This is an optimization exercise on Yosys and OpenROAD, whose aim is small area, not a production implementation.
At most, simulation tests tie the RTL to the original design; equivalence was not proved.
No activity file was given, so power comes from the tool's default toggle rates.

Design p_1d, start of the top module:
module p_1d(
	input clk, input rst,
	input [0:7] a_11, input [0:7] b_11,
	input [0:7] a_12, input [0:7] b_12,
	input [0:7] a_21, input [0:7] b_21,
	input [0:7] a_22, input [0:7] b_22,
	output [0:16] c_11,
	output [0:16] c_12,
	output [0:16] c_21,
	output [0:16] c_22
	);
	wire [16:0] t_11, t_12, t_21, t_22;
	reg [0:16] r_11, r_12, r_21, r_22;
	assign c_11 = r_11;
	assign c_12 = r_12;
	assign c_21 = r_21;
	assign c_22 = r_22;
	dotc d_11 (a_11, b_11, a_12, b_21, t_11);
	dotc d_12 (a_11, b_12, a_12, b_22, t_12);
	dotc d_21 (a_21, b_11, a_22, b_21, t_21);
	dotc d_22 (a_21, b_12, a_22, b_22, t_22);
	always @(posedge clk) begin
		if (rst) begin
			r_11 <= 17'b0;
			r_12 <= 17'b0;
			r_21 <= 17'b0;
			r_22 <= 17'b0;
		end
		else begin
			r_11 <= ~t_11;
			r_12 <= ~t_12;
			r_21 <= ~t_21;
			r_22 <= ~t_22;
		end
	end
endmodule
make LEC_CHECK=0 CAP_MARGIN=20 CORE_MARGIN=2 CORE_UTILIZATION=65 PLACE_DENSITY=0.75 SLEW_MARGIN=20 SYNTH_HIERARCHICAL=1 finish   # period 7.0 ns
run.sh (not shown) runs the stock make flow with config.mk's settings and CLKGATE_MAP_FILE= SYNTH_SCRIPT=/design/flow/synth_recipe.tcl, a recipe that flattens the netlist after the stock synthesis.
Next try:
--- a/flow/config.mk
+++ b/flow/config.mk
@@ -8,6 +8,5 @@
 export CAP_MARGIN = 20
 export CORE_MARGIN = 2
-export CORE_UTILIZATION = 65
-export PLACE_DENSITY = 0.75
+export CORE_UTILIZATION = 40
 export SLEW_MARGIN = 20
 export SYNTH_HIERARCHICAL = 1
The changed run went through all stages and came out clean.
Flip-flop and latch count is unchanged.
Power shrinks by 3.9%.
Non-clock buffer count shrinks by 5.
Sequential share of layout area shrinks by 0.13 points.
No functional check of the RTL was part of any run of this note.

---

p_1d, a different RTL version from the one above (not shown whole).
Size in the first run: ~1400 cells after synthesis, about 14000 um^2 of cells after synthesis.
clock: 7.0 ns
lec_check: 0
cap_margin: 0
core_margin: 2
core_utilization: 70
cts_buf_list: sky130_fd_sc_hd__clkbuf_4 sky130_fd_sc_hd__clkbuf_8
cts_cluster_diameter: 100
cts_cluster_size: 30
gpl_timing_driven: 0
slew_margin: 0
synth_hierarchical: 1
standard.sh (not shown) runs the stock make flow with config.mk's settings and CLKGATE_MAP_FILE= SYNTH_SCRIPT=/design/flow/synth_recipe.tcl, a recipe that flattens the netlist after the stock synthesis.
==> flow/flow/run.sh <==
#!/bin/bash
# Own layout flow: the standard flow (standard.sh, unchanged synthesis)
# with smaller port buffers, a leaner clock tree (no dummy loads), the ABC
# buffers left to the resizer, and the delay cells kept out of the resizer's
# choices. The make output goes to flow_standard.log; ORFS keeps each step's
# own log under orfs/logs/.
set -euo pipefail
# appended to the platform's own DONT_USE_CELLS list by its config.mk
export DONT_USE_CELLS="sky130_fd_sc_hd__clkdlybuf4s15_1 sky130_fd_sc_hd__clkdlybuf4s15_2 sky130_fd_sc_hd__clkdlybuf4s18_1 sky130_fd_sc_hd__clkdlybuf4s18_2 sky130_fd_sc_hd__clkdlybuf4s25_1 sky130_fd_sc_hd__clkdlybuf4s25_2 sky130_fd_sc_hd__clkdlybuf4s50_1 sky130_fd_sc_hd__clkdlybuf4s50_2 sky130_fd_sc_hd__dlygate4sd1_1 sky130_fd_sc_hd__dlygate4sd2_1 sky130_fd_sc_hd__dlygate4sd3_1 sky130_fd_sc_hd__dlymetal6s2s_1 sky130_fd_sc_hd__dlymetal6s4s_1 sky130_fd_sc_hd__dlymetal6s6s_1"
bash standard.sh \
  "BUFFER_PORTS_ARGS=-buffer_cell sky130_fd_sc_hd__buf_1" \
  "CTS_ARGS=-sink_clustering_enable -repair_clock_nets -sink_clustering_size 10 -sink_clustering_max_diameter 60 -buf_list {sky130_fd_sc_hd__clkbuf_4 sky130_fd_sc_hd__clkbuf_8} -dont_use_dummy_load" \
  REMOVE_ABC_BUFFERS=1 MATCH_CELL_FOOTPRINT=0 \
  finish > flow_standard.log 2>&1
Change:
--- a/flow/flow/run.sh
+++ b/flow/flow/run.sh
@@ -12 +12 @@
-  "CTS_ARGS=-sink_clustering_enable -repair_clock_nets -sink_clustering_size 10 -sink_clustering_max_diameter 60 -buf_list {sky130_fd_sc_hd__clkbuf_4 sky130_fd_sc_hd__clkbuf_8} -dont_use_dummy_load" \
+  "CTS_ARGS=-sink_clustering_enable -repair_clock_nets -sink_clustering_size 20 -sink_clustering_max_diameter 80 -buf_list {sky130_fd_sc_hd__clkbuf_2 sky130_fd_sc_hd__clkbuf_4 sky130_fd_sc_hd__clkbuf_8} -dont_use_dummy_load" \
Outcome: The changed run finished with timing, DRC and antenna clean; global-route usage does not change; routed wire length stays the same; cell count is unchanged; clock power is about the same; count of clock-buffer cells in the layout does not change; first-iteration DRC count stays the same; maximum frequency does not change; non-clock buffer count stays the same; setup slack does not change; synthesized area stays the same; hold slack is unchanged.
Change:
--- a/flow/flow/run.sh
+++ b/flow/flow/run.sh
@@ -12 +12 @@
-  "CTS_ARGS=-sink_clustering_enable -repair_clock_nets -sink_clustering_size 20 -sink_clustering_max_diameter 80 -buf_list {sky130_fd_sc_hd__clkbuf_2 sky130_fd_sc_hd__clkbuf_4 sky130_fd_sc_hd__clkbuf_8} -dont_use_dummy_load" \
+  "CTS_ARGS=-sink_clustering_enable -repair_clock_nets -sink_clustering_size 30 -sink_clustering_max_diameter 100 -buf_list {sky130_fd_sc_hd__clkbuf_4 sky130_fd_sc_hd__clkbuf_8} -dont_use_dummy_load" \
Effect: Setup slack stays the same. Total power is unchanged. Hold slack is unchanged. Sequential power hardly moves. Cell count stays the same. Die area does not change. Sequential cell count stays the same. Routed wire length is unchanged.
Change:
- CORE_UTILIZATION: 70 -> 65
The changed run finished clean.
Sequential power barely changes.
Total power stays flat.
Routed wire length went up by 0.72%.
Final cell count went up by 0.61%.
Non-clock buffer count does not change.

[afterwards: timing with drivers on the ports]
Ports are ideal in the flow. The routed layouts listed here were re-timed in OpenROAD.
Step 1 (the two cells are an assumption about what drives the block):
set clk [get_ports {clk}]
set_driving_cell -lib_cell sky130_fd_sc_hd__clkbuf_16 $clk
set_driving_cell -lib_cell sky130_fd_sc_hd__buf_2 [delete_from_list [all_inputs] $clk]
Step 2 moves the port delays by t, midway between the first and last clock arrival at a register: inputs arrive t later, outputs are due t later. That takes back most of the time a late clock gives input paths.
a / b / c = no drivers / after step 1 / after step 2; a / b = the first two.
run	t (ns)	setup WS [ns]	worst setup path after step 2	worst register clock-pin slew, ns
the first run of note 1	0.405	0.113 / 0.139 / -0.266	input to register	0.07 / 0.07
the second run of note 1	0.420	0.163 / 0.195 / -0.226	input to register	0.06 / 0.06
the first run of note 2	0.418	0.215 / 0.234 / -0.185	input to register	0.10 / 0.10
the second run of note 2	0.418	0.215 / 0.234 / -0.185	input to register	0.10 / 0.10
the third run of note 2	0.418	0.215 / 0.234 / -0.185	input to register	0.10 / 0.10
the fourth run of note 2	0.414	0.194 / 0.211 / -0.203	input to register	0.09 / 0.09
With both steps, setup timing fails in every run listed, where it was met with ideal ports.
